Source: an optimization exercise on an open RTL-to-GDS flow (aim: small area). Production flows keep margins and buffers that such runs may drop. Only simulation tests tie the RTL to the original design; equivalence was not proved. Power figures rest on the tool's default switching activity, not on a simulated workload.

**design/flow/flow/run.sh**
```bash
#!/bin/bash
# The standard layout (the standard.sh, unchanged synthesis, floorplan,
# placement and routing), except that clock tree synthesis inserts no dummy
# loads. CTS_ARGS replaces the CTS options built from CTS_BUF_LIST,
# CTS_CLUSTER_SIZE and CTS_CLUSTER_DIAMETER, so it repeats them.
set -euo pipefail
CTS="-sink_clustering_enable -repair_clock_nets"
CTS="$CTS -sink_clustering_size ${CLUSTER_SIZE:-18} -sink_clustering_max_diameter ${CLUSTER_DIAMETER:-40}"
CTS="$CTS -buf_list sky130_fd_sc_hd__clkbuf_8 -dont_use_dummy_load"
bash standard.sh "CTS_ARGS=$CTS" finish > standard.log 2>&1
```
**design/flow/standard.sh**
```bash
#!/bin/bash
# synth_recipe.tcl (not shown) runs the flow's synth.tcl, then flattens the netlist and writes it again
# the make line also repeats each setting of config.mk as NAME=value (left out here)
make -C /OpenROAD-flow-scripts/flow DESIGN_CONFIG=/design/flow/config.mk WORK_HOME=/design/flow/orfs CLKGATE_MAP_FILE= SYNTH_SCRIPT=/design/flow/synth_recipe.tcl "${@:-finish}"
```
**design/flow/config.mk**
```make
export PLATFORM = sky130hd
export DESIGN_NAME = mem_controller
export DESIGN_NICKNAME = mem_controller
export VERILOG_FILES = /design/flow/design.v
export SDC_FILE = /design/flow/constraint.sdc
export NUM_CORES = 4
export LEC_CHECK = 0
export CAP_MARGIN = 20
export CORE_MARGIN = 2
export CORE_UTILIZATION = 50
export CTS_BUF_LIST = sky130_fd_sc_hd__clkbuf_8
export CTS_CLUSTER_DIAMETER = 40
export CTS_CLUSTER_SIZE = 18
export PLACE_DENSITY = 0.65
export SLEW_MARGIN = 20
export SYNTH_HIERARCHICAL = 1
```
**design/flow/constraint.sdc**
```tcl
create_clock -name core_clock -period 10.0 [get_ports {clk}]
set_input_delay 2.0000 -clock core_clock [delete_from_list [all_inputs] [get_ports {clk}]]
set_output_delay 2.0000 -clock core_clock [all_outputs]
set_load 0.01 [all_outputs]
```
**design/flow/design.v**
```verilog
module ram  
#(
  parameter DATA_WIDTH    = 10,
  parameter  ADDR_WIDTH    = 12,
  parameter         RAM_TYPE      = "block",
  parameter IF_WIDTH  =   34
)
(
  input  wire                         clk,
  input  wire                         reset,
  input  wire                         s_read_req,
  input  wire [ ADDR_WIDTH  -1 : 0 ]  s_read_addr,
  output reg  [ DATA_WIDTH  -1 : 0 ]  s_read_data,
  input  wire                         s_write_req,
  input  wire [ ADDR_WIDTH  -1 : 0 ]  s_write_addr,
  input  wire [ DATA_WIDTH  -1 : 0 ]  s_write_data
);
  (* RAM_STYLE = RAM_TYPE *)
  reg  [ DATA_WIDTH -1 : 0 ] mem [ 0 : (1<<ADDR_WIDTH) - 1 ];
  reg[ADDR_WIDTH-1:0] rd_addr;
  reg[ADDR_WIDTH-1:0] wr_addr;
  reg[DATA_WIDTH-1:0] wr_data;
  reg[ DATA_WIDTH  -1 : 0 ]  read_data_reg;
  reg rd_addr_v;
  reg wr_addr_v;
  reg [4:0]i;
  always @(posedge clk)
  begin: RAM_WRITE
    if (s_write_req)
      mem[s_write_addr] <= s_write_data;
  end
  always @(posedge clk)
  begin: RAM_READ
    if (reset)
      s_read_data <= 0;
    else if (s_read_req)
      s_read_data <= mem[s_read_addr];
    else 
      s_read_data <= s_read_data;
  end
endmodule
module ram_flag  
#(
  parameter DATA_WIDTH    = 1,
  parameter ADDR_WIDTH    = 4,
  parameter RAM_TYPE      = "block",
  parameter READ_FLAG_LENGTH   = 6
)
(
  input  wire                         clk,
  input                               reset,
  input                               ram_mode,
  input                               s_write_req,
  input  wire [ ADDR_WIDTH  -1 : 0 ]  s_write_addr,
  input  wire [ DATA_WIDTH  -1 : 0 ]  s_write_data,
  input  wire                         s_read_req,
  input  wire [ ADDR_WIDTH  -1 : 0 ]  s_read_addr,
  output reg                          s_read_data_p,
  output reg[READ_FLAG_LENGTH -1 : 0] s_read_data_s
);
  (* RAM_STYLE = RAM_TYPE *)
  reg  [ DATA_WIDTH -1 : 0 ] mem [ 0 : (1<<ADDR_WIDTH) - 1 ];
  wire [ ADDR_WIDTH -1 : 0 ] rd_addr_1 = s_read_addr + 1;
  wire [ ADDR_WIDTH -1 : 0 ] rd_addr_2 = s_read_addr + 2;
  wire [ ADDR_WIDTH -1 : 0 ] rd_addr_3 = s_read_addr + 3;
  wire [ ADDR_WIDTH -1 : 0 ] rd_addr_4 = s_read_addr + 4;
  wire [ ADDR_WIDTH -1 : 0 ] rd_addr_5 = s_read_addr + 5;
  always @(posedge clk)
  begin: RAM_WRITE
    if (s_write_req)
      mem[s_write_addr] <= s_write_data;
  end
  always @(posedge clk) begin: RAM_READ
    if (reset) begin
      s_read_data_s <= 0;
      s_read_data_p <= 0;
    end else if (ram_mode == 1 ) begin
        if ( s_read_req)
          s_read_data_p <= mem[s_read_addr];
        else
          s_read_data_p <= 0;
    end else if (ram_mode == 0) begin
      if ( s_read_req ) begin
        s_read_data_s[0] <= mem[s_read_addr    ];
        s_read_data_s[1] <= mem[rd_addr_1];
        s_read_data_s[2] <= mem[rd_addr_2];
        s_read_data_s[3] <= mem[rd_addr_3];
        s_read_data_s[4] <= mem[rd_addr_4];
        s_read_data_s[5] <= mem[rd_addr_5];
      end else begin
        s_read_data_s[0] <= 0;
        s_read_data_s[1] <= 0;
        s_read_data_s[2] <= 0;
        s_read_data_s[3] <= 0;
        s_read_data_s[4] <= 0;
        s_read_data_s[5] <= 0;
      end
    end       
  end
endmodule
module column_parallel #(	parameter DATA_WIDTH	=	8,
				parameter ADDR_WIDTH  =	6
)(
	input  clk,     
	input  reset,   
  input  mode,
  input  wr_req_p,
  input  [ DATA_WIDTH  - 1 : 0 ] wr_data_p,
  input  rd_en,
	input  rd_req_p,	   
  output	[ DATA_WIDTH	- 1 : 0 ]	rd_data_p
);
  reg   [ ADDR_WIDTH	- 1 : 0 ]	rd_addr;
  reg   [ ADDR_WIDTH  - 1 : 0 ] wr_addr_p;
  wire 	[ DATA_WIDTH	- 1 : 0	]	rd_data;
  reg   [ ADDR_WIDTH  - 1 : 0 ] wr_addr;
  reg								flag_d;
  always @(posedge clk) begin : proc_flag_delay  
  	if(reset) begin
  		flag_d <= 0;
  	end else begin
      flag_d <= rd_req_p; 
  	end
  end
  assign rd_data_p = ( mode == 0 || flag_d ) ? rd_data : 0;  
  always @(posedge clk ) begin : proc_rd_addr
  	if(reset) begin
  		rd_addr <= 0;
  	end 
    else begin
      if(rd_req_p && rd_en )
  			rd_addr <= rd_addr + 1; 
      else
        rd_addr <= rd_addr;
  	end
  end
  always @(posedge clk ) begin : proc_wr_addr_p
    if(reset) begin
      wr_addr_p <= 0;
    end else if(wr_req_p) begin
      wr_addr_p <= wr_addr_p + 1;
    end
  end
  ram #(
    .DATA_WIDTH               ( DATA_WIDTH      ),
    .ADDR_WIDTH               ( ADDR_WIDTH      )
  ) ram_bank (
    .clk                      ( clk             ),   
    .reset                    ( reset           ),   
    .s_write_req              ( wr_req_p       ),   
    .s_write_data             ( wr_data_p      ),   
    .s_write_addr             ( wr_addr_p      ),   
    .s_read_req               ( rd_req_p       	  ),   
    .s_read_data              ( rd_data         ),   
    .s_read_addr              ( rd_addr         )    
  );
endmodule
module mem_controller #(
  parameter DATA_WIDTH  =  8,
  parameter READ_FLAG_LENGTH   = 6,
  parameter READ_REQ_ACT_FLAG = 9'b000_000_111,
  parameter READ_REQ_ACT = 9'b000_000_001,
  parameter ADDR_WIDTH = 4,
  parameter PARALLEL_WIDTH = DATA_WIDTH * 9 , 
  parameter SHIFT_WIDTH = DATA_WIDTH*3,
  parameter NUM_BLOCK = ( 16 / 3 + 1 ) * ( 16 / 3 + 1 ), 
  parameter BLOCK_ADDR_WIDTH = (
(NUM_BLOCK) <= (1<<0) ? 0 : (NUM_BLOCK) <= (1<<1) ? 1 :
(NUM_BLOCK) <= (1<<2) ? 2 : (NUM_BLOCK) <= (1<<3) ? 3 :
(NUM_BLOCK) <= (1<<4) ? 4 : (NUM_BLOCK) <= (1<<5) ? 5 :
(NUM_BLOCK) <= (1<<6) ? 6 : (NUM_BLOCK) <= (1<<7) ? 7 :
(NUM_BLOCK) <= (1<<8) ? 8 : (NUM_BLOCK) <= (1<<9) ? 9 :
(NUM_BLOCK) <= (1<<10) ? 10 : (NUM_BLOCK) <= (1<<11) ? 11 :
(NUM_BLOCK) <= (1<<12) ? 12 : (NUM_BLOCK) <= (1<<13) ? 13 :
(NUM_BLOCK) <= (1<<14) ? 14 : (NUM_BLOCK) <= (1<<15) ? 15 :
(NUM_BLOCK) <= (1<<16) ? 16 : (NUM_BLOCK) <= (1<<17) ? 17 :
(NUM_BLOCK) <= (1<<18) ? 18 : (NUM_BLOCK) <= (1<<19) ? 19 :
(NUM_BLOCK) <= (1<<20) ? 20 : (NUM_BLOCK) <= (1<<21) ? 21 :
(NUM_BLOCK) <= (1<<22) ? 22 : (NUM_BLOCK) <= (1<<23) ? 23 :
(NUM_BLOCK) <= (1<<24) ? 24 : (NUM_BLOCK) <= (1<<25) ? 25 :
(NUM_BLOCK) <= (1<<26) ? 26 : (NUM_BLOCK) <= (1<<27) ? 27 :
(NUM_BLOCK) <= (1<<28) ? 28 : (NUM_BLOCK) <= (1<<29) ? 29 :
(NUM_BLOCK) <= (1<<30) ? 30 : (NUM_BLOCK) <= (1<<31) ? 31 : 32) 
)(
	input	wire	                        clk,     
	input	wire	                        reset,   
  input                               wr_req_pflag,   
  input                               wr_data_pflag0,        
  input                               wr_data_pflag1,
  input                               wr_data_pflag2,
  input                               wr_data_pflag3,
  input                               wr_data_pflag4,
  input                               wr_data_pflag5,
  input                               wr_data_pflag6,
  input                               wr_data_pflag7,
  input                               wr_data_pflag8,
  input                               wr_req_p,
  input [ DATA_WIDTH       - 1 : 0 ]  wr_data_p0,        
  input [ DATA_WIDTH       - 1 : 0 ]  wr_data_p1,
  input [ DATA_WIDTH       - 1 : 0 ]  wr_data_p2,
  input [ DATA_WIDTH       - 1 : 0 ]  wr_data_p3,
  input [ DATA_WIDTH       - 1 : 0 ]  wr_data_p4,
  input [ DATA_WIDTH       - 1 : 0 ]  wr_data_p5,
  input [ DATA_WIDTH       - 1 : 0 ]  wr_data_p6,
  input [ DATA_WIDTH       - 1 : 0 ]  wr_data_p7,
  input [ DATA_WIDTH       - 1 : 0 ]  wr_data_p8,
  input                               wr_req_sflag,
  input [ 16        - 1 : 0 ]  wr_data_sflag,
  input                               wr_req_s,
  input [ DATA_WIDTH       - 1 : 0 ]  wr_data_s,
  input                               mode,   
  input                               start,
  output reg                          en,
  output [ PARALLEL_WIDTH   - 1 : 0 ] parallel_out,
  output [ DATA_WIDTH       - 1 : 0 ] serial_out,
  output [ 4 - 1 : 0 ] act_index,
  output [ 2 - 1 : 0 ] wei_index,  
  output [ 4     : 0 ] row_index,
  output [ 4 - 1 : 0 ] row_val_num,  
  output                              zero_flag,   
  input  [ 4 - 1 : 0 ] cnt,
  input                               row_finish_done_0,  
  input                               row_finish_done_1,   
  input                               row_cal_done
);
  reg [ 1 : 0] state;
  reg  signed [ 4   : 0 ] row_index_signed;
  assign  row_index = row_index_signed[3:0];
  reg                           start_on;
  reg                           start_d;
  reg                           start_dd;
  reg                           start_ddd;
  wire[9      - 1 : 0 ] wr_data_pflag;
  wire[ PARALLEL_WIDTH   - 1 : 0 ] parallel_out_wire;
  wire index_finish;
  assign wr_data_pflag = {wr_data_pflag8 ,   
  wr_data_pflag7,
  wr_data_pflag6,
  wr_data_pflag5,
  wr_data_pflag4,
  wr_data_pflag3,
  wr_data_pflag2,
  wr_data_pflag1,
  wr_data_pflag0} ;
  wire [ DATA_WIDTH       - 1 : 0 ] wr_data_p [ 0 : 9     - 1 ];
  assign wr_data_p[0] = wr_data_p0;
  assign wr_data_p[1] = wr_data_p1;
  assign wr_data_p[2] = wr_data_p2;
  assign wr_data_p[3] = wr_data_p3;
  assign wr_data_p[4] = wr_data_p4;
  assign wr_data_p[5] = wr_data_p5;
  assign wr_data_p[6] = wr_data_p6;
  assign wr_data_p[7] = wr_data_p7;
  assign wr_data_p[8] = wr_data_p8;
  parameter PREP = 2'b00;
  parameter COMP = 2'b01;
  parameter WAIT = 2'b11;
  always @(posedge clk) begin : proc_state
    if(reset) begin
      state <= PREP;
    end else begin
      case (state)
        PREP: if ( en )
                state <= WAIT;
        COMP: if (row_cal_done)
                state <= WAIT;
        WAIT: state <= COMP;
        default: state <= PREP;
      endcase
    end
  end
  parameter PARALLEL_READ = 2'b01;
  parameter PARALLEL_WAIT = 2'b11;
  wire read_wei_finish;
  reg  read_wei_finish_d;
  reg  read_wei_finish_dd;
  reg [1 : 0 ] state_parallel;
  wire parallel_row_read_finish;
  reg parallel_row_read_finish_d;
  always @(posedge clk ) begin : proc_parallel_row_read_finish_d
    if(reset) begin
      parallel_row_read_finish_d <= 0;
    end else begin
      parallel_row_read_finish_d <= parallel_row_read_finish;
    end
  end
  wire row_index_count_3;
  always @(posedge clk ) begin
    if (reset) begin
      state_parallel <= PARALLEL_WAIT;
    end
    else  begin
      case ( state_parallel )
      PARALLEL_WAIT: if( mode == 1 ) begin
                        if( start || en || row_index_count_3 )  
                          state_parallel <= PARALLEL_READ;
                      end else if( read_wei_finish ) 
                          state_parallel <= PARALLEL_READ;
      PARALLEL_READ: if ( parallel_row_read_finish )
                        state_parallel <= PARALLEL_WAIT;
      default: state_parallel <= PARALLEL_WAIT;
      endcase     
    end
  end
  reg flag_state_parallel;
  reg flag_state_parallel_d;
  always @(posedge clk ) begin
    if (reset) begin
      flag_state_parallel <= 0;
      flag_state_parallel_d <= 0;
    end
    else begin
      flag_state_parallel <= state_parallel == PARALLEL_READ;
      flag_state_parallel_d <= flag_state_parallel;      
    end
  end
  parameter SERIAL_READ = 2'b01;
  parameter SERIAL_WAIT = 2'b11;
  reg [1 : 0 ] state_serial;
  reg flag_wei_read;
  always @(posedge clk ) begin
    if (reset) begin
      state_serial <= SERIAL_WAIT;
      flag_wei_read <= 0;
    end
    else  begin
      case ( state_serial )
      SERIAL_WAIT: if( mode == 1 ) begin
                        if( parallel_row_read_finish && !flag_wei_read) begin  
                          state_serial <= SERIAL_READ;
                          flag_wei_read <= 1;
                        end
                    end else if( start )  
                          state_serial <= SERIAL_READ;
      SERIAL_READ: if ( mode == 1 ) 
                        state_serial <= SERIAL_WAIT;
                   else if ( read_wei_finish_d ) 
                        state_serial <= SERIAL_WAIT;
      default: state_serial <= SERIAL_WAIT;
      endcase     
    end
  end
  wire [ 4 - 1 : 0 ] position_1_act;
  wire [ 4 - 1 : 0 ] valid_act_index;
  reg [ 4 - 1 : 0 ] valid_act_index_d;
  reg [ 4 - 1 : 0 ] valid_act_index_dd;
    reg                           s_read_req;
  reg row_cal_done_d;
  wire [ 5 : 0] valid_num_0;
  reg  [ 5 : 0] valid_num_0_d;
  reg  [ 5 : 0] valid_num_0_dd;
  always @(posedge clk ) begin : proc_start_on
       if(reset) begin
         start_on <= 0;
         start_d  <= 0;
         start_dd <= 0;
         start_ddd <= 0;
         read_wei_finish_d <= 0;
         read_wei_finish_dd <= 0;
         valid_act_index_d <= 0;
         valid_act_index_dd <= 0;
         valid_num_0_d <= 0;
         valid_num_0_dd <= 0;
         row_cal_done_d <= 0;
       end else begin
         if(start) begin
           start_on <= 1;
         end
       start_d <= start;  
       start_dd   <= start_d;
       start_ddd <= start_dd;
       read_wei_finish_d <= read_wei_finish;
       read_wei_finish_dd <= read_wei_finish_d;
       valid_act_index_d <= valid_act_index;
       valid_act_index_dd <= valid_act_index_d;
       valid_num_0_d <= valid_num_0;
       valid_num_0_dd <= valid_num_0_d;
       row_cal_done_d <= row_cal_done;
     end
  end
wire [ 16    - 1 : 0 ] flag_serial;
reg signed  [ 16           : 0 ] flag_serial_reg;
  reg   [ ADDR_WIDTH  - 1 : 0 ] rd_addr_s;
wire [ 4 - 1 : 0]rd_addr_serial;
reg  [ 2 * 9    - 1 : 0 ] wei_index_array_full;
reg flag_en;
reg  [ 3:0] m;
  always @(posedge clk ) begin : proc_en
    if(reset) begin
      en <= 0;
      flag_en <= 0;
    end else if ( !flag_en && ( ( (mode == 1 ) && (flag_serial_reg == 0 ) && ( wei_index_array_full != 0) ) || ( mode == 0 && m == 6 ) )  )begin  
      en <= 1;
      flag_en <= 1;
    end else 
      en <= 0;
  end
  reg [ 2       - 1 : 0 ]     wei_index_d;
  wire [ 4  - 1 : 0 ] act_index_0;
  always @(posedge clk ) begin : proc_delay
    if(reset) begin
      wei_index_d <= 0;
    end else begin
      wei_index_d <= wei_index;
    end
  end
  reg [ 4 - 1 : 0 ]   act_index_base;
  assign act_index = ( mode == 1) ? act_index_base + wei_index_d : valid_act_index_d; 
  assign zero_flag = row_val_num == 15;   
  reg [ 2    - 1 : 0 ] row_index_count;
  wire row_index_count_1;
  wire row_index_count_2;
 always @ (posedge clk ) begin
  if(reset) begin
    row_index_count <= 0;  
  end 
  else if ( row_cal_done ) begin
    if(row_index_count < 3)
      row_index_count <= row_index_count + 1;
    else 
      row_index_count <= 1;
  end
 end
  assign row_index_count_1 = state == 3 && row_index_count == 1;
  assign row_index_count_2 = state == 3 && row_index_count == 2;
  assign row_index_count_3 = state == 3 && row_index_count == 3;  
  always @(posedge clk ) begin
  if(reset) begin
    if (mode == 1)
       row_index_signed <= 2;
    else 
      row_index_signed <= -1;
  end else if( ( mode == 1) && row_index_count_3) begin
    row_index_signed <= row_index_signed + 3;
  end else if( (mode == 0) && ( en || row_cal_done == 1 )) 
    row_index_signed <= row_index_signed + 1;
 end
 reg flag_stream_act_1;
always @(posedge clk ) begin
  if (reset) begin
    flag_stream_act_1 <= 0;
  end else if ( mode == 1)  begin
     if ( start || row_index_count_2 ) begin 
        flag_stream_act_1 <= 1;    
     end else if ( row_index_count_2 )
        flag_stream_act_1 <= 0;
  end
end
  reg    [ BLOCK_ADDR_WIDTH  - 1 : 0 ]  wr_addr_pflag;
  wire                                  read_req_pflag;
  wire   [ 9     - 1 : 0 ]   rd_act_flag_p ;
  wire   [ 9     - 1 : 0 ]  rd_req_act_flag;
  wire   [ READ_FLAG_LENGTH  - 1 : 0 ]  rd_act_flag_s   [ 0 : 9     - 1 ];
  reg    [ BLOCK_ADDR_WIDTH  - 1 : 0 ]  rd_addr_pflag;
  reg                                   flag_reused;
  always @(posedge clk) begin
    if (reset) begin
      flag_reused <= 0;
    end else if ( row_cal_done ) begin
      flag_reused <= 1;     
    end else if (row_index_count_3 )
      flag_reused <= 0;  
  end
  always @(posedge clk ) begin : proc_rd_addr_pflag
    if(reset) begin
      rd_addr_pflag <= 0;
    end else if(state_parallel == PARALLEL_READ) begin
      if( mode == 1 ) 
        rd_addr_pflag <= rd_addr_pflag + 1;
      else if( row_index_count_2 ) 
        rd_addr_pflag <= rd_addr_pflag + 6;
    end
  end
  assign parallel_row_read_finish = (mode==1)? ( rd_addr_pflag + 1 ) % 6 == 0 : state_parallel == PARALLEL_READ; 
  always @(posedge clk ) begin : proc_wr_addr_pflag
    if(reset) begin
      wr_addr_pflag <= 0;
    end else if(wr_req_pflag) begin
      wr_addr_pflag <= wr_addr_pflag + 1;
    end
  end
  wire [ 1: 0]block_index;  
  assign block_index = row_index_signed % 3;
  reg  [ 1 : 0 ] shift_pflag;
  always @(posedge clk ) begin : proc_shift_pflag
    if(reset) begin
      shift_pflag <= 0;
    end else if( en || row_cal_done ) begin  
      shift_pflag <= ( row_index_signed + 2 ) % 3;  
    end
  end
  assign rd_req_act_flag = ( mode == 1 ) ? ( state_parallel == PARALLEL_READ ? 9'b111111111 : 9'd0 ) : READ_REQ_ACT_FLAG <<< 3*shift_pflag;
  reg  [ 575 : 0 ] pfmem;
  integer pfw_e;
  always @(posedge clk) begin : proc_pfmem
    for (pfw_e = 0; pfw_e < 64; pfw_e = pfw_e + 1)
      if (wr_req_pflag && wr_addr_pflag == pfw_e)
        pfmem[ 9*pfw_e +: 9 ] <= wr_data_pflag;
  end
  wire [ 2 : 0 ] pf_h1 = rd_addr_pflag[5:3] + 3'd1;
  wire [ 7 : 0 ] pf_s0 = 8'd1 << rd_addr_pflag[5:3];
  wire [ 7 : 0 ] pf_s1 = 8'd1 << pf_h1;
  wire [ 71 : 0 ] pf_r0, pf_r1;
  genvar gv_pb, gv_pe;
  generate
    for (gv_pb = 0; gv_pb < 72; gv_pb = gv_pb + 1) begin : pf_blk
      wire [ 7 : 0 ] d;
      for (gv_pe = 0; gv_pe < 8; gv_pe = gv_pe + 1) begin : pf_d
        assign d[gv_pe] = pfmem[ 72*gv_pe + gv_pb ];
      end
      sel_or #( .N(8) ) u0 ( .d(d), .s(pf_s0), .y(pf_r0[gv_pb]) );
      sel_or #( .N(8) ) u1 ( .d(d), .s(pf_s1), .y(pf_r1[gv_pb]) );
    end
  endgenerate
  wire [ 7 : 0 ] pf_sl = 8'd1 << rd_addr_pflag[2:0];
  wire [ 8 : 0 ] pf_entry;
  genvar gv_pc;
  generate
    for (gv_pc = 0; gv_pc < 9; gv_pc = gv_pc + 1) begin : pf_ent
      wire [ 7 : 0 ] d;
      for (gv_pe = 0; gv_pe < 8; gv_pe = gv_pe + 1) begin : pf_d
        assign d[gv_pe] = pf_r0[ 9*gv_pe + gv_pc ];
      end
      sel_or #( .N(8) ) u ( .d(d), .s(pf_sl), .y(pf_entry[gv_pc]) );
    end
  endgenerate
  reg  [ 8 : 0 ] rd_act_flag_p_r;
  always @(posedge clk) begin : proc_rd_act_flag_p
    if (reset)
      rd_act_flag_p_r <= 0;
    else if (mode == 1 && state_parallel == PARALLEL_READ)
      rd_act_flag_p_r <= pf_entry;
    else
      rd_act_flag_p_r <= 0;
  end
  assign rd_act_flag_p = rd_act_flag_p_r;
  wire [ 2 : 0 ] pf_gs = { shift_pflag == 2, shift_pflag == 1, shift_pflag == 0 };
  wire [ 47 : 0 ] pf_gn;  
  genvar gv_pk;
  generate
    for (gv_pk = 0; gv_pk < 3; gv_pk = gv_pk + 1) begin : pf_grp
      for (gv_pe = 0; gv_pe < 8; gv_pe = gv_pe + 1) begin : pf_e
        sel_aoi3 u0 ( .d({ pf_r0[9*gv_pe + 6 + gv_pk], pf_r0[9*gv_pe + 3 + gv_pk], pf_r0[9*gv_pe + gv_pk] }), .s(pf_gs), .y(pf_gn[16*gv_pk + gv_pe]) );
        sel_aoi3 u1 ( .d({ pf_r1[9*gv_pe + 6 + gv_pk], pf_r1[9*gv_pe + 3 + gv_pk], pf_r1[9*gv_pe + gv_pk] }), .s(pf_gs), .y(pf_gn[16*gv_pk + 8 + gv_pe]) );
      end
    end
  endgenerate
  wire [ 3 : 0 ] pf_ws = 4'd1 << rd_addr_pflag[2:1];
  wire [ 17 : 0 ] pf_wn;  
  genvar gv_pi;
  generate
    for (gv_pk = 0; gv_pk < 3; gv_pk = gv_pk + 1) begin : pf_wk
      for (gv_pi = 0; gv_pi < 6; gv_pi = gv_pi + 1) begin : pf_wi
        sel_or #( .N(4) ) u ( .d({ pf_gn[16*gv_pk + gv_pi + 6], pf_gn[16*gv_pk + gv_pi + 4], pf_gn[16*gv_pk + gv_pi + 2], pf_gn[16*gv_pk + gv_pi] }), .s(pf_ws), .y(pf_wn[6*gv_pk + gv_pi]) );
      end
    end
  endgenerate
  reg  [ 17 : 0 ] pf_win;
  always @(posedge clk) begin : proc_pf_win
    if (reset || mode == 1 || shift_pflag == 3)
      pf_win <= 0;
    else
      pf_win <= ~pf_wn;
  end
  wire [ READ_FLAG_LENGTH  - 1 : 0 ] rd_act_flag_s0;
  wire [ READ_FLAG_LENGTH  - 1 : 0 ] rd_act_flag_s1;
  wire [ READ_FLAG_LENGTH  - 1 : 0 ] rd_act_flag_s2;
  wire [ READ_FLAG_LENGTH * 3 - 1 : 0 ] row_act_flag;
  reg  [ READ_FLAG_LENGTH * 3 - 1 : 0 ] row_act_flag_reg;
  reg  [ 1 : 0 ] shift_pflag_d;
  always @(posedge clk ) begin : proc_shift_pflag_d
    if(reset) begin
      shift_pflag_d <= 0;
    end else begin
      shift_pflag_d <= shift_pflag;
    end
  end
  assign rd_act_flag_s0 = pf_win[5:0];
  assign rd_act_flag_s1 = pf_win[11:6];
  assign rd_act_flag_s2 = pf_win[17:12];
  assign row_act_flag = { rd_act_flag_s2[5], rd_act_flag_s1[5], rd_act_flag_s0[5],
                          rd_act_flag_s2[4], rd_act_flag_s1[4], rd_act_flag_s0[4],
                          rd_act_flag_s2[3], rd_act_flag_s1[3], rd_act_flag_s0[3],
                          rd_act_flag_s2[2], rd_act_flag_s1[2], rd_act_flag_s0[2],
                          rd_act_flag_s2[1], rd_act_flag_s1[1], rd_act_flag_s0[1],
                          rd_act_flag_s2[0], rd_act_flag_s1[0], rd_act_flag_s0[0]};
  assign valid_num_0 =  rd_act_flag_s0[0]+ rd_act_flag_s1[0]+ rd_act_flag_s2[0]+
                        rd_act_flag_s0[1]+ rd_act_flag_s1[1]+ rd_act_flag_s2[1]+
                        rd_act_flag_s0[2]+ rd_act_flag_s1[2]+ rd_act_flag_s2[2]+
                        rd_act_flag_s0[3]+ rd_act_flag_s1[3]+ rd_act_flag_s2[3]+
                        rd_act_flag_s0[4]+ rd_act_flag_s1[4]+ rd_act_flag_s2[4]+
                        rd_act_flag_s0[5]+ rd_act_flag_s1[5]+ rd_act_flag_s2[5];
  assign position_1_act = (
((~row_act_flag_reg + 1 ) & row_act_flag_reg) <= (1<<0) ? 0 : ((~row_act_flag_reg + 1 ) & row_act_flag_reg) <= (1<<1) ? 1 :
((~row_act_flag_reg + 1 ) & row_act_flag_reg) <= (1<<2) ? 2 : ((~row_act_flag_reg + 1 ) & row_act_flag_reg) <= (1<<3) ? 3 :
((~row_act_flag_reg + 1 ) & row_act_flag_reg) <= (1<<4) ? 4 : ((~row_act_flag_reg + 1 ) & row_act_flag_reg) <= (1<<5) ? 5 :
((~row_act_flag_reg + 1 ) & row_act_flag_reg) <= (1<<6) ? 6 : ((~row_act_flag_reg + 1 ) & row_act_flag_reg) <= (1<<7) ? 7 :
((~row_act_flag_reg + 1 ) & row_act_flag_reg) <= (1<<8) ? 8 : ((~row_act_flag_reg + 1 ) & row_act_flag_reg) <= (1<<9) ? 9 :
((~row_act_flag_reg + 1 ) & row_act_flag_reg) <= (1<<10) ? 10 : ((~row_act_flag_reg + 1 ) & row_act_flag_reg) <= (1<<11) ? 11 :
((~row_act_flag_reg + 1 ) & row_act_flag_reg) <= (1<<12) ? 12 : ((~row_act_flag_reg + 1 ) & row_act_flag_reg) <= (1<<13) ? 13 :
((~row_act_flag_reg + 1 ) & row_act_flag_reg) <= (1<<14) ? 14 : ((~row_act_flag_reg + 1 ) & row_act_flag_reg) <= (1<<15) ? 15 :
((~row_act_flag_reg + 1 ) & row_act_flag_reg) <= (1<<16) ? 16 : ((~row_act_flag_reg + 1 ) & row_act_flag_reg) <= (1<<17) ? 17 :
((~row_act_flag_reg + 1 ) & row_act_flag_reg) <= (1<<18) ? 18 : ((~row_act_flag_reg + 1 ) & row_act_flag_reg) <= (1<<19) ? 19 :
((~row_act_flag_reg + 1 ) & row_act_flag_reg) <= (1<<20) ? 20 : ((~row_act_flag_reg + 1 ) & row_act_flag_reg) <= (1<<21) ? 21 :
((~row_act_flag_reg + 1 ) & row_act_flag_reg) <= (1<<22) ? 22 : ((~row_act_flag_reg + 1 ) & row_act_flag_reg) <= (1<<23) ? 23 :
((~row_act_flag_reg + 1 ) & row_act_flag_reg) <= (1<<24) ? 24 : ((~row_act_flag_reg + 1 ) & row_act_flag_reg) <= (1<<25) ? 25 :
((~row_act_flag_reg + 1 ) & row_act_flag_reg) <= (1<<26) ? 26 : ((~row_act_flag_reg + 1 ) & row_act_flag_reg) <= (1<<27) ? 27 :
((~row_act_flag_reg + 1 ) & row_act_flag_reg) <= (1<<28) ? 28 : ((~row_act_flag_reg + 1 ) & row_act_flag_reg) <= (1<<29) ? 29 :
((~row_act_flag_reg + 1 ) & row_act_flag_reg) <= (1<<30) ? 30 : ((~row_act_flag_reg + 1 ) & row_act_flag_reg) <= (1<<31) ? 31 : 32); 
  reg [ 4  - 1 : 0 ] valid_act_index_reg;
  always @(posedge clk) begin : proc_valid_act_index_reg
    if(reset) begin
      valid_act_index_reg <= 0;
    end else if( row_act_flag_reg != 0 ) begin
      valid_act_index_reg <= valid_act_index + 1;
    end
  end
  assign valid_act_index = position_1_act + valid_act_index_reg;
  always @(posedge clk ) begin : proc_row_act_flag_reg
    if(reset) begin
      row_act_flag_reg <= 0;
    end else if ( en || row_cal_done )  begin  
      row_act_flag_reg <= row_act_flag;
    end else
      row_act_flag_reg <= row_act_flag_reg >> ( position_1_act + 1);
  end
  wire  [ DATA_WIDTH  - 1 : 0 ] rd_data_p [ 0 : 9 -1 ];
  wire [ 9     - 1 : 0 ] rd_req_act;
  assign rd_req_act = ( mode == 1 )? rd_act_flag_p : READ_REQ_ACT <<< ( 3*block_index + valid_act_index % 3 ); 
  reg  [ 5 : 0 ] wr_addr_p;
  always @(posedge clk) begin : proc_wr_addr_p_col
    if (reset)
      wr_addr_p <= 0;
    else if (wr_req_p)
      wr_addr_p <= wr_addr_p + 1;
  end
  wire [ 63 : 0 ] col_wsel = {64{wr_req_p}} & ( 64'd1 << wr_addr_p );
  wire col_rd_en = ( mode == 1 || row_act_flag_reg != 0 );
  genvar gv_i, gv_e, gv_b;
  generate
    for (gv_i = 0; gv_i < 9 ; gv_i = gv_i + 1)
    begin : parallel_data
      reg  [ 511 : 0 ] m;
      reg  [ 5 : 0 ] ra;
      reg  [ 7 : 0 ] q;
      integer we;
      always @(posedge clk) begin : proc_m
        for (we = 0; we < 64; we = we + 1)
          if (col_wsel[we])
            m[ 8*we +: 8 ] <= wr_data_p[gv_i];
      end
      wire rq = rd_req_act[gv_i];
      wire [ 7 : 0 ] hi = 8'd1 << ra[5:3];
      wire [ 7 : 0 ] lo = 8'd1 << ra[2:0];
      wire [ 63 : 0 ] sel;
      for (gv_e = 0; gv_e < 64; gv_e = gv_e + 1) begin : g_sel
        assign sel[gv_e] = hi[gv_e/8] & lo[gv_e%8];
      end
      wire [ 7 : 0 ] r;
      for (gv_b = 0; gv_b < 8; gv_b = gv_b + 1) begin : g_bit
        wire [ 63 : 0 ] d;
        for (gv_e = 0; gv_e < 64; gv_e = gv_e + 1) begin : g_d
          assign d[gv_e] = m[ 8*gv_e + gv_b ];
        end
        sel_or #( .N(64) ) u ( .d(d), .s(sel), .y(r[gv_b]) );
      end
      always @(posedge clk) begin : proc_rd
        if (reset)
          ra <= 0;
        else if (rq && col_rd_en)
          ra <= ra + 1;
        if (reset)
          q <= 0;
        else if (rq)
          q <= r;
        else if (mode == 1)
          q <= 0;
      end
      assign rd_data_p[gv_i] = q;
    end
  endgenerate
  wire [ DATA_WIDTH -1 : 0 ] serial_in;
  reg   [ 4  - 1 : 0 ] column_parallel_index;
  always @(posedge clk) begin : proc_column_parallel_index
    if(reset) begin
      column_parallel_index <= 0;
    end else begin
      column_parallel_index <= 3*block_index + valid_act_index % 3;
    end
  end
  assign serial_in = ( mode == 1 || column_parallel_index > 8 ) ? 8'b0 : rd_data_p [ column_parallel_index ];
  reg  [ DATA_WIDTH * 3        - 1 : 0 ]     serial_array;
  reg  [ DATA_WIDTH * 9 - 1 : 0 ] serial_array_full;
  wire [ PARALLEL_WIDTH   - 1 : 0 ] parallel_in;
  assign parallel_in = (mode == 1) ? {  rd_data_p [ 2 ], rd_data_p [ 5 ], rd_data_p [ 8 ],
                                        rd_data_p [ 1 ], rd_data_p [ 4 ], rd_data_p [ 7 ],
                                        rd_data_p [ 0 ], rd_data_p [ 3 ], rd_data_p [ 6 ] } : serial_array_full;   
  reg [ PARALLEL_WIDTH * 6  - 1 : 0 ] parallel_array_reg;
  always @(posedge clk ) begin
    if( ( mode == 1 ) && (flag_state_parallel_d == 1 ) )
      parallel_array_reg <= {parallel_in, parallel_array_reg [ PARALLEL_WIDTH * 6 - 1 : PARALLEL_WIDTH ]};
  end
 always @(posedge clk) begin : proc_act_index_reg 
   if(reset) begin
    act_index_base  <= 0;
   end else if ( mode  == 1 )begin
      if( row_cal_done )
        act_index_base <= 0;
      else if( row_finish_done_0 ) 
          if ( act_index_base >= 12 ) 
            act_index_base <= 0;
          else
            act_index_base <= act_index_base + 3;
   end else begin
        act_index_base <= 0000000000000;
   end
 end
 reg [ 407 : 0 ] parallel_array;
 reg             parallel_loaded;
 always @(posedge clk ) begin : proc_parallel_array
   if ( (mode == 1 ) && ( en || row_index_count_3) )
     parallel_array <= parallel_array_reg[ 407 : 0 ];
 end
 always @(posedge clk ) begin : proc_parallel_loaded
   if(reset)
     parallel_loaded <= 0;
   else if ( (mode == 1 ) && ( en || row_index_count_3) )
     parallel_loaded <= 1;
 end
  wire [ 4 : 0 ] par_off = act_index_base + wei_index_d;
  wire [ 14 : 0 ] par_sel = {15{parallel_loaded & mode}} & ( 15'd1 << par_off );
  function integer par_map ( input integer k );
    case (k)
      0: par_map = 6; 1: par_map = 3; 2: par_map = 0;
      3: par_map = 7; 4: par_map = 4; 5: par_map = 1;
      6: par_map = 8; 7: par_map = 5; default: par_map = 2;
    endcase
  endfunction
  genvar gv_w, gv_x;
  generate
    for (gv_w = 0; gv_w < 72; gv_w = gv_w + 1) begin : par_w
      wire [ 15 : 0 ] d;
      for (gv_x = 0; gv_x < 15; gv_x = gv_x + 1) begin : par_d
        assign d[gv_x] = parallel_array[ 24*gv_x + 8*par_map(gv_w/8) + gv_w%8 ];
      end
      assign d[15] = serial_array_full[gv_w];
      sel_or #( .N(16) ) u ( .d(d), .s({ ~mode, par_sel }), .y(parallel_out[gv_w]) );
    end
  endgenerate
wire [ 2 * 3    - 1 : 0 ] valid_row;
  reg [ 4       - 1 : 0 ] rd_addr_sflag;
  reg [4 -1 : 0 ]rd_addr_d;
  reg [4 -1 : 0 ]wr_addr;
  wire [16 - 1 : 0 ]flag_array;
  reg                        start_on_d;  
  wire [ 2 - 1 : 0 ] valid_row0;
  wire [ 2 - 1 : 0 ] valid_row1;
  wire [ 2 - 1 : 0 ] valid_row2;
  reg rd_req_wei;
  always @(posedge clk ) begin : proc_rd_req_wei
    if(reset) begin
      rd_req_wei <= 0;
    end else if ( mode == 1 ) begin
      rd_req_wei <= parallel_row_read_finish && !flag_wei_read;  
    end else if ( mode == 0 ) begin
      rd_req_wei <= start;
    end
  end
  always @(posedge clk) begin : proc_rd_addr
     if(reset) begin
       rd_addr_sflag <= 0;
    end else if( rd_req_wei && mode == 1 ) begin 
      rd_addr_sflag <= rd_addr_sflag + 1; 
    end else if( mode == 0 && state_serial == SERIAL_READ )
      rd_addr_sflag <= rd_addr_sflag + 1; 
  end
  assign read_wei_finish = rd_addr_sflag == 9 || row_cal_done;  
  wire [ 4     - 1 : 0 ] valid_index; 
  reg  [ 4     - 1 : 0 ] valid_wei_index_d;
  assign valid_index = (
(( ~flag_serial_reg + 1 ) & flag_serial_reg) <= (1<<0) ? 0 : (( ~flag_serial_reg + 1 ) & flag_serial_reg) <= (1<<1) ? 1 :
(( ~flag_serial_reg + 1 ) & flag_serial_reg) <= (1<<2) ? 2 : (( ~flag_serial_reg + 1 ) & flag_serial_reg) <= (1<<3) ? 3 :
(( ~flag_serial_reg + 1 ) & flag_serial_reg) <= (1<<4) ? 4 : (( ~flag_serial_reg + 1 ) & flag_serial_reg) <= (1<<5) ? 5 :
(( ~flag_serial_reg + 1 ) & flag_serial_reg) <= (1<<6) ? 6 : (( ~flag_serial_reg + 1 ) & flag_serial_reg) <= (1<<7) ? 7 :
(( ~flag_serial_reg + 1 ) & flag_serial_reg) <= (1<<8) ? 8 : (( ~flag_serial_reg + 1 ) & flag_serial_reg) <= (1<<9) ? 9 :
(( ~flag_serial_reg + 1 ) & flag_serial_reg) <= (1<<10) ? 10 : (( ~flag_serial_reg + 1 ) & flag_serial_reg) <= (1<<11) ? 11 :
(( ~flag_serial_reg + 1 ) & flag_serial_reg) <= (1<<12) ? 12 : (( ~flag_serial_reg + 1 ) & flag_serial_reg) <= (1<<13) ? 13 :
(( ~flag_serial_reg + 1 ) & flag_serial_reg) <= (1<<14) ? 14 : (( ~flag_serial_reg + 1 ) & flag_serial_reg) <= (1<<15) ? 15 :
(( ~flag_serial_reg + 1 ) & flag_serial_reg) <= (1<<16) ? 16 : (( ~flag_serial_reg + 1 ) & flag_serial_reg) <= (1<<17) ? 17 :
(( ~flag_serial_reg + 1 ) & flag_serial_reg) <= (1<<18) ? 18 : (( ~flag_serial_reg + 1 ) & flag_serial_reg) <= (1<<19) ? 19 :
(( ~flag_serial_reg + 1 ) & flag_serial_reg) <= (1<<20) ? 20 : (( ~flag_serial_reg + 1 ) & flag_serial_reg) <= (1<<21) ? 21 :
(( ~flag_serial_reg + 1 ) & flag_serial_reg) <= (1<<22) ? 22 : (( ~flag_serial_reg + 1 ) & flag_serial_reg) <= (1<<23) ? 23 :
(( ~flag_serial_reg + 1 ) & flag_serial_reg) <= (1<<24) ? 24 : (( ~flag_serial_reg + 1 ) & flag_serial_reg) <= (1<<25) ? 25 :
(( ~flag_serial_reg + 1 ) & flag_serial_reg) <= (1<<26) ? 26 : (( ~flag_serial_reg + 1 ) & flag_serial_reg) <= (1<<27) ? 27 :
(( ~flag_serial_reg + 1 ) & flag_serial_reg) <= (1<<28) ? 28 : (( ~flag_serial_reg + 1 ) & flag_serial_reg) <= (1<<29) ? 29 :
(( ~flag_serial_reg + 1 ) & flag_serial_reg) <= (1<<30) ? 30 : (( ~flag_serial_reg + 1 ) & flag_serial_reg) <= (1<<31) ? 31 : 32); 
  wire [ 2   - 1 : 0 ] valid_wei_index;
   wire [ 2   - 1 : 0 ] valid_wei_index_back;
  always @(posedge clk ) begin : proc_valid_index_reg_d
    if(reset) begin
      valid_wei_index_d <= 0;
    end else if ( flag_serial_reg != 0) begin
      valid_wei_index_d <= valid_wei_index + 1;
    end
  end
  assign valid_wei_index = ( valid_index + valid_wei_index_d ) % 3; 
  assign valid_wei_index_back = 2 - valid_wei_index;
  reg flag_refresh_flag_serial;
  always @(posedge clk ) begin : proc_flag_refresh_flag_serial
    if(reset) begin
      flag_refresh_flag_serial <= 0;
    end else begin
      flag_refresh_flag_serial <= state_serial == SERIAL_READ;
    end
  end
  reg  [ 3:0] n;
  always @(posedge clk ) begin : proc_flag_serial_reg
    if(reset) begin
      flag_serial_reg <= 0;
    end else if ( flag_refresh_flag_serial )begin  
      flag_serial_reg <= flag_serial; 
    end else 
      flag_serial_reg <= flag_serial_reg >> ( valid_index + 1 ) ; 
  end
  assign index_finish = flag_serial_reg == 0;  
  always @(posedge clk ) begin : proc_wei_index_array_full
    if(reset) begin
      wei_index_array_full <= 0;
      n <= 0;
    end else if( mode == 1 && flag_serial_reg != 0 ) begin  
       wei_index_array_full <= {wei_index_array_full[ 2 * ( 9 - 1)  - 1 : 0 ], valid_wei_index_back }; 
         n <= n + 1;
    end
  end
  assign flag_array = flag_serial;
  assign valid_row0 = ( flag_array[8] + flag_array[7] + flag_array[6] );
  assign valid_row1 = ( flag_array[5] + flag_array[4] + flag_array[3] );
  assign valid_row2 = ( flag_array[2] + flag_array[1] + flag_array[0] );
  assign valid_row  = (mode == 1) ? {valid_row2, valid_row1, valid_row0} : valid_num_0; 
  always @(posedge clk ) begin
    if(reset) begin
      wr_addr <= 0;
    end else if(wr_req_sflag) begin
      wr_addr <= wr_addr + 1;
    end
  end
  reg  [ 255 : 0 ] sfmem;
  reg  [ 15 : 0 ] flag_serial_r;
  integer sfw_e;
  always @(posedge clk) begin : proc_sfmem
    for (sfw_e = 0; sfw_e < 16; sfw_e = sfw_e + 1)
      if (wr_req_sflag && wr_addr == sfw_e)
        sfmem[ 16*sfw_e +: 16 ] <= wr_data_sflag;
  end
  wire [ 15 : 0 ] sf_sel = 16'd1 << rd_addr_sflag;
  wire [ 15 : 0 ] sf_rd;
  genvar gv_sb, gv_se;
  generate
    for (gv_sb = 0; gv_sb < 16; gv_sb = gv_sb + 1) begin : sf_b
      wire [ 15 : 0 ] d;
      for (gv_se = 0; gv_se < 16; gv_se = gv_se + 1) begin : sf_d
        assign d[gv_se] = sfmem[ 16*gv_se + gv_sb ];
      end
      sel_or #( .N(16) ) u ( .d(d), .s(sf_sel), .y(sf_rd[gv_sb]) );
    end
  endgenerate
  always @(posedge clk) begin : proc_flag_serial
    if (reset)
      flag_serial_r <= 0;
    else if (rd_req_wei)
      flag_serial_r <= sf_rd;
  end
  assign flag_serial = flag_serial_r;
  wire [ DATA_WIDTH - 1 : 0 ] rd_data_wei;
  wire [ DATA_WIDTH - 1 : 0 ] s_read_data;
  wire rd_req_s;
  assign rd_req_s = flag_serial_reg != 0;
  reg   [ ADDR_WIDTH  - 1 : 0 ] wr_addr_s;
  reg  [ ADDR_WIDTH   - 1 : 0 ] k;
  reg                           s_read_req_d;
  reg                           flag_stream_wei;
  reg                           flag_stream_wei_d;
  always @(posedge clk ) begin : proc_s_read_req
    if(reset) begin
      s_read_req <= 0;
      s_read_req_d <= 0;
    end else if(mode == 1 && flag_serial_reg != 0) begin
        s_read_req <= 1;
    end else if( mode == 0 && flag_serial[k] == 1 ) begin
        s_read_req <= 1;
    end else begin
        s_read_req <= 0;
    end
    s_read_req_d <= s_read_req;
  end
  always @(posedge clk) begin : proc_rd_addr_s
    if(reset) begin
      rd_addr_s <= 0;
    end else if( s_read_req ) begin
      rd_addr_s <= rd_addr_s + 1;
    end
  end
  always @(posedge clk ) begin : proc_k
    if(reset) begin
      k <= 0;
    end else if ( mode == 0 && flag_serial != 0 ) begin
      if( k < 9 - 1 )
        k <= k + 1;
    end
  end
  always @(posedge clk ) begin : proc_flag_stream_wei
    if(reset) begin
      flag_stream_wei <= 0;
      flag_stream_wei_d <= 0;
    end else if ( mode == 0 && flag_serial != 0 )begin
      flag_stream_wei <= 1;
    end
    flag_stream_wei_d <= flag_stream_wei;
  end
  always @(posedge clk ) begin : proc_wr_addr_p
    if(reset) begin
      wr_addr_s <= 0;
    end else if(wr_req_s) begin
      wr_addr_s <= wr_addr_s + 1;
    end
  end
  reg  [ 127 : 0 ] wmem;
  reg  [ 7 : 0 ] s_read_data_r;
  integer ww_e;
  always @(posedge clk) begin : proc_wmem
    for (ww_e = 0; ww_e < 16; ww_e = ww_e + 1)
      if (wr_req_s && wr_addr_s == ww_e)
        wmem[ 8*ww_e +: 8 ] <= wr_data_s;
  end
  wire [ 15 : 0 ] w_sel = 16'd1 << rd_addr_s;
  wire [ 7 : 0 ] w_rd;
  genvar gv_wb, gv_we;
  generate
    for (gv_wb = 0; gv_wb < 8; gv_wb = gv_wb + 1) begin : w_b
      wire [ 15 : 0 ] d;
      for (gv_we = 0; gv_we < 16; gv_we = gv_we + 1) begin : w_d
        assign d[gv_we] = wmem[ 8*gv_we + gv_wb ];
      end
      sel_or #( .N(16) ) u ( .d(d), .s(w_sel), .y(w_rd[gv_wb]) );
    end
  endgenerate
  always @(posedge clk) begin : proc_s_read_data
    if (reset)
      s_read_data_r <= 0;
    else if (s_read_req)
      s_read_data_r <= w_rd;
  end
  assign s_read_data = s_read_data_r;
   assign rd_data_wei = (mode ==1 )? s_read_data : s_read_req_d ? s_read_data : 0; 
   reg  [ 5       - 1 : 0 ]     row_val_num_a;
   reg  [ 3 : 0 ] j;  
   reg  [ 4       - 1 : 0 ]     count_array;
   reg  [ 5 : 0 ]     wei_index_array;  
   reg                                        flag_serial_d;
   reg finish_wei_d, finish_wei_dd;
   reg [ DATA_WIDTH            - 1 : 0 ] column_out_serial_d;
   reg  [ 3 : 0 ] i;  
  wire [ 35 : 0 ] wei_index_array_full_pad = { 18'b0, wei_index_array_full };
  wire [ 143 : 0 ] serial_array_full_pad = { 72'b0, serial_array_full };
  wire finish_wei;
  always @(posedge clk ) begin : proc_serial_array
    if(reset) begin
      serial_array_full <= 0;
      m <= 0;
    end else if(mode == 1) begin 
        if(s_read_req_d) begin
            if ( m < 9 )
              serial_array_full [ DATA_WIDTH*m +: DATA_WIDTH ] <= rd_data_wei;
            m <= m + 1;
      end       
    end else if ( mode == 0) begin
      if ( flag_stream_wei_d && ( m < 9 ) )  begin
            serial_array_full [ DATA_WIDTH*m +: DATA_WIDTH ] <= rd_data_wei;
            m <= m + 1;
      end
    end
    flag_serial_d <= flag_serial;
    finish_wei_d <= finish_wei;
    finish_wei_dd <= finish_wei_d;
  end
  reg [ DATA_WIDTH - 1: 0 ] serial_out_reg;
  wire [ 15 : 0 ] cpi_sel = {16{~mode}} & ( 16'd1 << column_parallel_index );
  genvar gv_so, gv_sc;
  generate
    for (gv_so = 0; gv_so < 8; gv_so = gv_so + 1) begin : so_b
      wire [ 9 : 0 ] d;
      for (gv_sc = 0; gv_sc < 9; gv_sc = gv_sc + 1) begin : so_d
        assign d[gv_sc] = rd_data_p[gv_sc][gv_so];
      end
      assign d[9] = serial_out_reg[gv_so];
      sel_or #( .N(10) ) u ( .d(d), .s({ mode, cpi_sel[8:0] }), .y(serial_out[gv_so]) );
    end
  endgenerate
  always @(posedge clk) begin : proc_serial_out
    if(reset) begin
      serial_out_reg   <= 0;
    end else if(mode ==1 ) begin
        begin
          serial_out_reg <= ( i < 3 ) ? serial_array[ DATA_WIDTH* i +:DATA_WIDTH ] : 0;  
        end
    end else if ( mode == 0 ) begin
    end
  end
  wire [ 15 : 0 ] ca_sel = 16'd1 << count_array;
  wire [ 23 : 0 ] serial_array_sl;
  wire [ 5 : 0 ] wei_index_array_sl;
  genvar gv_sa, gv_sk;
  generate
    for (gv_sa = 0; gv_sa < 24; gv_sa = gv_sa + 1) begin : sa_b
      wire [ (71 - gv_sa)/8 : 0 ] d;
      for (gv_sk = 0; gv_sk <= (71 - gv_sa)/8; gv_sk = gv_sk + 1) begin : sa_d
        assign d[gv_sk] = serial_array_full[ 8*gv_sk + gv_sa ];
      end
      sel_or #( .N((71 - gv_sa)/8 + 1) ) u ( .d(d), .s(ca_sel[ (71 - gv_sa)/8 : 0 ]), .y(serial_array_sl[gv_sa]) );
    end
    for (gv_sa = 0; gv_sa < 6; gv_sa = gv_sa + 1) begin : wa_b
      wire [ (17 - gv_sa)/2 : 0 ] d;
      for (gv_sk = 0; gv_sk <= (17 - gv_sa)/2; gv_sk = gv_sk + 1) begin : wa_d
        assign d[gv_sk] = wei_index_array_full[ 2*gv_sk + gv_sa ];
      end
      sel_or #( .N((17 - gv_sa)/2 + 1) ) u ( .d(d), .s(ca_sel[ (17 - gv_sa)/2 : 0 ]), .y(wei_index_array_sl[gv_sa]) );
    end
  endgenerate
  always @(posedge clk) begin : proc_wei_index_array  
    if(reset) begin
      j <= 0;
      row_val_num_a<= 0;
      wei_index_array<= 0;
      serial_array <= 0;
    end else if ( mode == 1 && (en || row_cal_done)  ) begin 
      row_val_num_a <= ( j <= 4 ) ? valid_row[ j  +: 2 ] : 2'b00;  
      wei_index_array <= wei_index_array_sl;
      serial_array <= serial_array_sl;
      if( en || ( {2'b00, j} < {row_val_num_a, 1'b0} ) )
        j <= j + 2;
      else
        j <= 0;
    end else if ( mode == 0 && state == WAIT) begin  
      row_val_num_a <= valid_row;
    end
  end
  always @(posedge clk ) begin : proc_count_array   
    if(reset) begin
      count_array <= 0;
    end else if( mode ==1 && ( state == WAIT)) begin
        count_array <= ( count_array + row_val_num_a <= ( valid_row[1:0] + valid_row[3:2] )) ? ( count_array + row_val_num_a ) : 0;
    end
  end
  always @(posedge clk ) begin : proc_i  
      if(en || reset) begin
        i <= 0;
      end else if (row_cal_done) begin 
        i <= 0 ;
      end else if( i < row_val_num  ) begin
        i <= i + 1;
      end else
        i <= 0;
    end
  assign row_val_num = row_val_num_a - 1;
  reg [ 4     - 1 : 0 ] valid_index_d;
  reg [ 4     - 1 : 0 ] valid_index_dd;  
  always @(posedge clk ) begin : proc_valid_index_d
    if(reset) begin
      valid_index_d <= 0;
    end else begin
      valid_index_d <= valid_index;
      valid_index_dd <= valid_index_d;  
    end
  end
  assign wei_index = (mode == 1)? ( i < 3 ? wei_index_array[2*i +: 2] : 2'b00 ) : valid_index_dd;  
endmodule
module sel_aoi3 ( input [ 2 : 0 ] d, input [ 2 : 0 ] s, output y );
  assign y = ~|( d & s );
endmodule
module sel_or #( parameter N = 3 ) ( input [ N - 1 : 0 ] d, input [ N - 1 : 0 ] s, output y );
  localparam N3 = N / 3;
  localparam NR = N - 3*N3;
  wire [ N3 + NR - 1 : 0 ] t;
  genvar g;
  generate
    for (g = 0; g < N3; g = g + 1) begin : g3
      sel_aoi3 u ( .d(d[3*g +: 3]), .s(s[3*g +: 3]), .y(t[g]) );
    end
    for (g = 0; g < NR; g = g + 1) begin : g1
      assign t[N3 + g] = ~( d[3*N3 + g] & s[3*N3 + g] );
    end
  endgenerate
  assign y = ~&t;
endmodule
```
==> flow_summary.json, run 1 <==
{
  "fin_crit_ns": 9.18,
  "track_usage_pct": 26.5,
  "start_util_pct": 50.3,
  "worstSetupStartpointType": "register",
  "syn2layout_area_growth_pct": 8.88,
  "synthArstFlopShare_pct": 0,
  "nets": 15227,
  "power-per-cell-area_mw_per_mm2": 203,
  "path_class": "reg2reg",
  "setup_viol_count_final": 0,
  "io_pins": 217,
  "cts_tree": "built",
  "yosysSeqAreaShare_pct": 79.8,
  "period_share_pct": 91.8,
  "dr_total_vias": 150000,
  "cpPeakStageDelay_ns": 0.74,
  "cts_buffers": 740,
  "final_core_util_pct": 54.7,
  "cp_max_fo": 18,
  "clk_pin_slew_worst_paths_ns": 0.08,
  "grt_antenna_before_repair": 43,
  "slew_violations": 0,
  "syn_avg_cell_area_um2": 18.1,
  "initialDrtViolationCount": 31310,
  "wire_per_inst_um": 32.6,
  "wl_um": 705000,
  "finalSetupTns_ns": 0,
  "max_freq_mhz": 109,
  "yosysMostFrequentCell": "edfxtp_1",
  "grt_pass1_wl_um": 992000,
  "status": "finished clean",
  "cts.path.max_buffers": 4,
  "firstDrtPassIters": 17,
  "vdd_ir_drop_max_mv": 0.720,
  "htreeDepth": 6,
  "slowest_stage": "fa_1",
  "synth_top_flop_cell": "edfxtp_1",
  "rsz0062_at_grt": "false",
  "drive_gt1_share_pct": 9.24,
  "yosys.area.top_type_share_pct": 76.3,
  "finalWorstSetupSlack_ns": 0.823,
  "maxCapViolCount": 0,
  "grt_max_degree": 171,
  "holdBufCountCts": 0,
  "cts_sinks": 6857,
  "numPortBuffers": 210,
  "finalPower_mw": 55.8,
  "hold_class": "reg2reg",
  "leakage_nw": 84.9,
  "post_cts_buffers": 0,
  "drc_errors": 0,
  "fin_skew_ns": 0.179,
  "yosysWarnings": 7,
  "yosys-top-cells-count": "edfxtp_1 (6415), a222oi_1 (2375), nor2_1 (1115), nand2_1 (678), dfxtp_1 (442)",
  "cp-end-kind": "register",
  "crit_required_ns": 11.15,
  "dpl.hpwl_um": 444000,
  "synth_fp_nets": 14238,
  "ys_types": 88,
  "ant_nets": 0,
  "n_fill_cell": 38927,
  "yosys-top-cells-area": "edfxtp_1 (76%), a222oi_1 (9.4%), dfxtp_1 (3.5%)",
  "largest_register_ffs": 4608,
  "synthCells": 13932,
  "netlist_area_mm2": 0.252,
  "dieArea_mm2": 0.511,
  "num_rows": 260,
  "die_h_um": 715,
  "core-area_mm2": 0.502,
  "clk-insertion-delay-late_ns": 1.36,
  "place_ws_ns": 0.968,
  "vias_per_cell": 6.94,
  "die_x_um": 715,
  "gp_congestion": 0.899,
  "hold_viol": 0,
  "grt_pass1_vias": 142238,
  "root_buffer": "clkbuf_8",
  "synth_area_leader_cell": "edfxtp_1",
  "maxSlewHeadroom_pct": 16.8,
  "worst_pin_slew_ns": 1.24,
  "synth_enable_flop_cells": 6415,
  "ys_ff_latch": 6857,
  "cp_data_arrival_time_ns": 10.33,
  "grt_overflow": 0,
  "cts_resized": 0
}
## placed cells by master, fill, tap and decap left out, types with 19 or more instances in the layout
master / Yosys / layout
nand3_1: 287 / 287
a21oi_1: 150 / 150
clkdlybuf4s50_1: 0 / 127
nand4_1: 429 / 429
clkbuf_8: 0 / 740
and3_1: 125 / 125
dfxtp_1: 442 / 442
mux2_2: 98 / 98
nand2_1: 678 / 678
a222oi_1: 2375 / 2375
nor3_1: 40 / 30
nor4_1: 99 / 96
a31o_2: 22 / 22
xor2_1: 27 / 27
nor2_4: 0 / 85
nand2b_1: 19 / 19
buf_2: 4 / 43
ha_1: 163 / 161
edfxtp_1: 6415 / 6415
or3b_2: 19 / 19
a22oi_1: 140 / 140
diode_2: 0 / 27
or3_1: 22 / 22
buf_4: 6 / 294
mux2i_1: 216 / 216
nand3b_1: 53 / 53
inv_1: 152 / 151
nor2b_1: 64 / 60
and2_1: 69 / 68
a211oi_1: 99 / 99
o21ai_0: 79 / 78
fa_1: 23 / 23
nor2_1: 1115 / 1019
xnor2_1: 42 / 42
## Yosys stat by module (local to each module, per instance), a selection
module / copies in the design / area [um2] / cells inside / flip-flops and latches
mem_controller: 1 / 221000 / 10304 / 6857
sel_aoi3: 2374 / 10.0 / 1 / 0
## final cells by class
type | instances | area [um2] | share of cell area, %
inverter | 153 | 582 | 0.212
timing repair buffer | 473 | 3850 | 1.40
multi-input combinational | 6696 | 50300 | 18.3
tap | 6681 | 8360 | 3.04
clock buffer | 740 | 10200 | 3.71
antenna | 27 | 67.6 | 0.0246
sequential | 6857 | 201000 | 73.3
## layer usage
metal	GRT usage, %	vias to the layer above	part of all wire, %
met5	0.141	-	0.037
met4	9.68	30	4.1
met3	5.36	1326	12
met2	40.7	9613	45
met1	38.0	76200	39
li1	-	62831	-
## report_power, final
part           switching (mW)  total (mW)  internal (mW)  leakage (nW)
Sequential              0.691        32.5           31.8          61.4
Clock                    8.80        15.3           6.52          5.32
Combinational            5.39        7.98           2.59          18.3
Total                    14.9        55.8           40.9          84.9
## final timing paths
path / cells past startpoint / slack, ns / to / from
setup reg to reg: 30 / 0.82 / parallel_data[8].ra[5] / row_act_flag_reg[14]
hold / removal: 0 / 0.33 / parallel_array_reg[354] / parallel_array_reg[426]
hold reg to reg: 0 / 0.33 / parallel_array_reg[354] / parallel_array_reg[426]
setup / recovery: 30 / 0.82 / parallel_data[8].ra[5] / row_act_flag_reg[14]
## per-stage QoR
step	std cells	hold WS, ns	cell area [um2]
floorplan	13932	0.329	252000
global placement	20857	0.342	264000
detailed placement	20858	0.354	264000
CTS	21598	0.344	275000
global route	21601	0.359	275000
finish	21627	0.330	275000
## critical path, delay by kind of cell, from the launching register on
family                     cells  cell delay [ns]
AOI/OAI and AO/OA              7             1.87
xor gates and xnor gates       2             0.75
adders and majority gates      7             2.55
buffers and inverters          6             0.84
DFF                            1             0.36
muxes                          1             0.22
and+or+nand+nor                7             2.33
## cells by family after synthesis
| kind of cell | Yosys count | share of synthesized area [%] |
|---|---|---|
| flops | 6857 | 79.8 |
| simple gates | 3059 | 5.71 |
| compound gates | 3058 | 11.3 |
| buf+inv | 379 | 0.575 |
| mux | 320 | 1.35 |
| fa+ha+maj | 187 | 0.994 |
| xor+xnor | 71 | 0.258 |
| other cells | 1 | 0.00149 |
==> run 2: changes to the inputs <==
==> design/flow/run.sh (new file) <==
#!/bin/bash
# synth_recipe.tcl (not shown) runs the flow's synth.tcl, then flattens the netlist and writes it again
# the make line also repeats each setting of config.mk as NAME=value (left out here)
make -C /OpenROAD-flow-scripts/flow DESIGN_CONFIG=/design/flow/config.mk WORK_HOME=/design/flow/orfs CLKGATE_MAP_FILE= SYNTH_SCRIPT=/design/flow/synth_recipe.tcl finish
removed: design/flow/flow/run.sh
removed: design/flow/standard.sh
==> flow_summary.json, run 2 <==
{
  "status": "finished clean",
  "grt_antenna_before_repair": 43,
  "r2r_start": "row_act_flag_reg[14]",
  "maxCapViolCount": 0,
  "htreeDepth": 6,
  "numPortBuffers": 210,
  "vias_per_cell": 6.80,
  "startpoint": "row_act_flag_reg[14]",
  "cts_tree": "built",
  "yosysWarnings": 7,
  "rsz0062_at_grt": "false",
  "io_pins": 217,
  "timing.hold.ws_ns": 0.366,
  "fin_skew_ns": 0.128,
  "clk-insertion-delay-late_ns": 1.36,
  "dpl.hpwl_um": 444000,
  "slowest_stage": "nor4_1",
  "drive_gt1_share_pct": 12.6,
  "crit_end": "parallel_data[8].ra[5]",
  "mostFrequentLayoutCells": "edfxtp_1 (6415), a222oi_1 (2375), nor2_1 (1019), clkbuf_8 (753), nand2_1 (678)",
  "synthCells": 13932,
  "placed_area_mm2": 0.264,
  "drc_errors": 0,
  "ant_nets": 0,
  "yosys-top-cells-count": "edfxtp_1 (6415), a222oi_1 (2375), nor2_1 (1115), nand2_1 (678), dfxtp_1 (442)",
  "hold_class": "reg2reg",
  "n_fill_cell": 38298,
  "wl_um": 708000,
  "post_cts_buffers": 0,
  "clk_pin_slew_worst_paths_ns": 0.10,
  "power-per-cell-area_mw_per_mm2": 217,
  "cp_max_fo": 18,
  "max_freq_mhz": 109,
  "die_h_um": 715,
  "period_share_pct": 92.1,
  "synth_enable_flop_cells": 6415,
  "grt_pass1_wl_um": 998000,
  "nets": 15228,
  "r2r-end": "parallel_data[8].ra[5]",
  "slew_violations": 0,
  "worstSetupStartpointType": "register",
  "yosys.area.top_type_share_pct": 76.3,
  "gp_congestion": 0.899,
  "path_class": "reg2reg",
  "reg2reg_depth": 30,
  "dr_total_vias": 151559,
  "synth_area_leader_cell": "edfxtp_1",
  "synthArstFlopShare_pct": 0,
  "cp-end-kind": "register",
  "crit_required_ns": 11.22,
  "synth_fp_nets": 14238,
  "die_x_um": 715,
  "mostFrequentLayoutCell": "edfxtp_1",
  "netlist_area_mm2": 0.252,
  "synth_top_flop_cell": "edfxtp_1",
  "worst_pin_slew_ns": 1.28,
  "maxSlewHeadroom_pct": 14.5,
  "num_rows": 260,
  "dieArea_mm2": 0.511,
  "track_usage_pct": 26.7,
  "root_buffer": "clkbuf_8",
  "ys_ff_latch": 6857,
  "core-area_mm2": 0.502,
  "cp_data_arrival_time_ns": 10.43,
  "firstDrtPassIters": 17,
  "cts.path.max_buffers": 4,
  "cts_buffers": 740,
  "hold_viol": 0,
  "grt_pass1_vias": 143471,
  "syn_avg_cell_area_um2": 18.1,
  "grt_max_degree": 171,
  "cts_sinks": 6857,
  "grt_overflow": 0,
  "vdd_ir_drop_max_mv": 0.723,
  "yosysMostFrequentCell": "edfxtp_1",
  "holdBufCountCts": 0,
  "leakage_nw": 88.3,
  "initialDrtViolationCount": 31474,
  "yosysSeqAreaShare_pct": 79.8,
  "final_area_mm2": 0.282,
  "yosys-top-cells-area": "edfxtp_1 (76%), a222oi_1 (9.4%), dfxtp_1 (3.5%)",
  "wire_per_inst_um": 31.8,
  "start_util_pct": 50.3,
  "cpPeakStageDelay_ns": 0.75,
  "largest_register_ffs": 4608,
  "syn2layout_area_growth_pct": 11.7,
  "ys_types": 88,
  "reg2reg_slack_ns": 0.79,
  "finalSetupTns_ns": 0,
  "fin_crit_ns": 9.21,
  "setup_viol_count_final": 0
}
run 2: cell count changes in the layout (fill, tap and decap cells not counted), sizes merged:
| cell | change |
|---|---|
| inv | +264 |
| clkinv | +229 |
| clkinvlp | +88 |
| bufinv | +64 |
| clkbuf | +13 |
| diode | -6 |
| buf | +1 |
run 2: critical path, delay by kind of cell, from the launching register on:
family | cells | cell delay, ns
adder cells (fa/ha/maj) | 7 | 2.56
AND/OR/NAND/NOR | 7 | 2.37
AO/OA/AOI/OAI | 7 | 1.90
buffers and inverters | 6 | 0.85
XOR/XNOR | 2 | 0.75
flip-flops | 1 | 0.37
multiplexers | 1 | 0.22
run 2: report_power, final:
part           internal (mW)  total, mW  leakage [nW]  switching [mW]
combinational           2.59       8.01          18.3            5.41
clock                   9.47       20.8          8.70            11.3
sequential              31.8       32.5          61.4           0.699
run 2: per-module statistics from Yosys (local to each module, per instance), excerpt:
module	area, um2	copies in the design	cells	flip-flops and latches
mem_controller	221000	1	10304	6857
sel_aoi3	10.0	2374	1	0
run 2: worst min-delay path by stage:
| stage | startpoint | endpoint | slack (ns) | cells after the start |
|---|---|---|---|---|
| 6_report | flag_stream_wei | flag_stream_wei_d | 0.37 | 0 |
| 2_1_floorplan | s_read_req | s_read_req_d | 0.33 | 0 |
| 3_3_place_gp | flag_stream_wei | flag_stream_wei_d | 0.34 | 0 |
| 5_1_grt | flag_stream_wei | flag_stream_wei_d | 0.38 | 0 |
| 3_5_place_dp | flag_stream_wei | flag_stream_wei_d | 0.35 | 0 |
| 4_1_cts | flag_stream_wei | flag_stream_wei_d | 0.37 | 0 |
run 2: timing repair:
item / in CTS / in global routing
gates resized for setup: 0 / 1
endpoints found under the setup margin: 0 / 1
hold endpoints to repair: 0 / 0
run 2: logic make-up after synthesis:
logic type	synth area share [%]
muxes	1.35
and+or+nand+nor	5.71
adders and majority gates	0.994
xor gates and xnor gates	0.258
AOI/OAI and AO/OA	11.3
buffers and inverters	0.575
other	0.00149
DFF	79.8
run 2: cell type report:
type,count,area [um2],area share [%]
repair buffers,474,3850,1.37
well taps,6681,8360,2.96
inverters,153,582,0.206
multi-input cells,6696,50300,17.8
diodes,21,52.6,0.0186
clock buffers,753,10400,3.67
clock inverters,645,7000,2.48
flip-flops and latches,6857,201000,71.4
run 2: per-stage QoR:
stage	worst slack, ns	util, %	cells	power, mW
6_report	0.786	56.1	22280	61.3
3_3_place_gp	1.01	52.6	20857	40.7
3_5_place_dp	0.968	52.7	20858	40.8
2_1_floorplan	0.174	-	13932	37.9
4_1_cts	0.872	56.1	22256	61.3
5_1_grt	0.0512	56.1	22260	63.3
run 2: per-layer routing:
metal | GRT usage [%] | routed length (um)
met4 | 10.1 | 29500
met2 | 40.8 | 320000
met5 | 0.141 | 330
met1 | 38.0 | 275000
met3 | 5.67 | 83800

==> static timing again, ports no longer ideal <==
No port has a modelled driver above. Below, the same layouts with a new extraction and two added sets of constraints. Step 1 sets driving cells, clkbuf_16 on the clock port and buf_2 on the other inputs (assumed; they add their load-dependent delay and slew). Step 2 times the ports against the registers' clock, not the clock port: input delays grow and output delays shrink by t, the midpoint of the rising clock arrivals with the driver on. a / b / c = no drivers / after step 1 / after step 2; a / b = the first two.
run	t, ns	setup slack, ns	worst data-port slew with drivers (ns)
run 1	1.363	0.823 / 0.823 / 0.823	0.25
run 2	1.424	0.786 / 0.786 / 0.786	0.24
After both steps setup and hold are still met in every run listed.
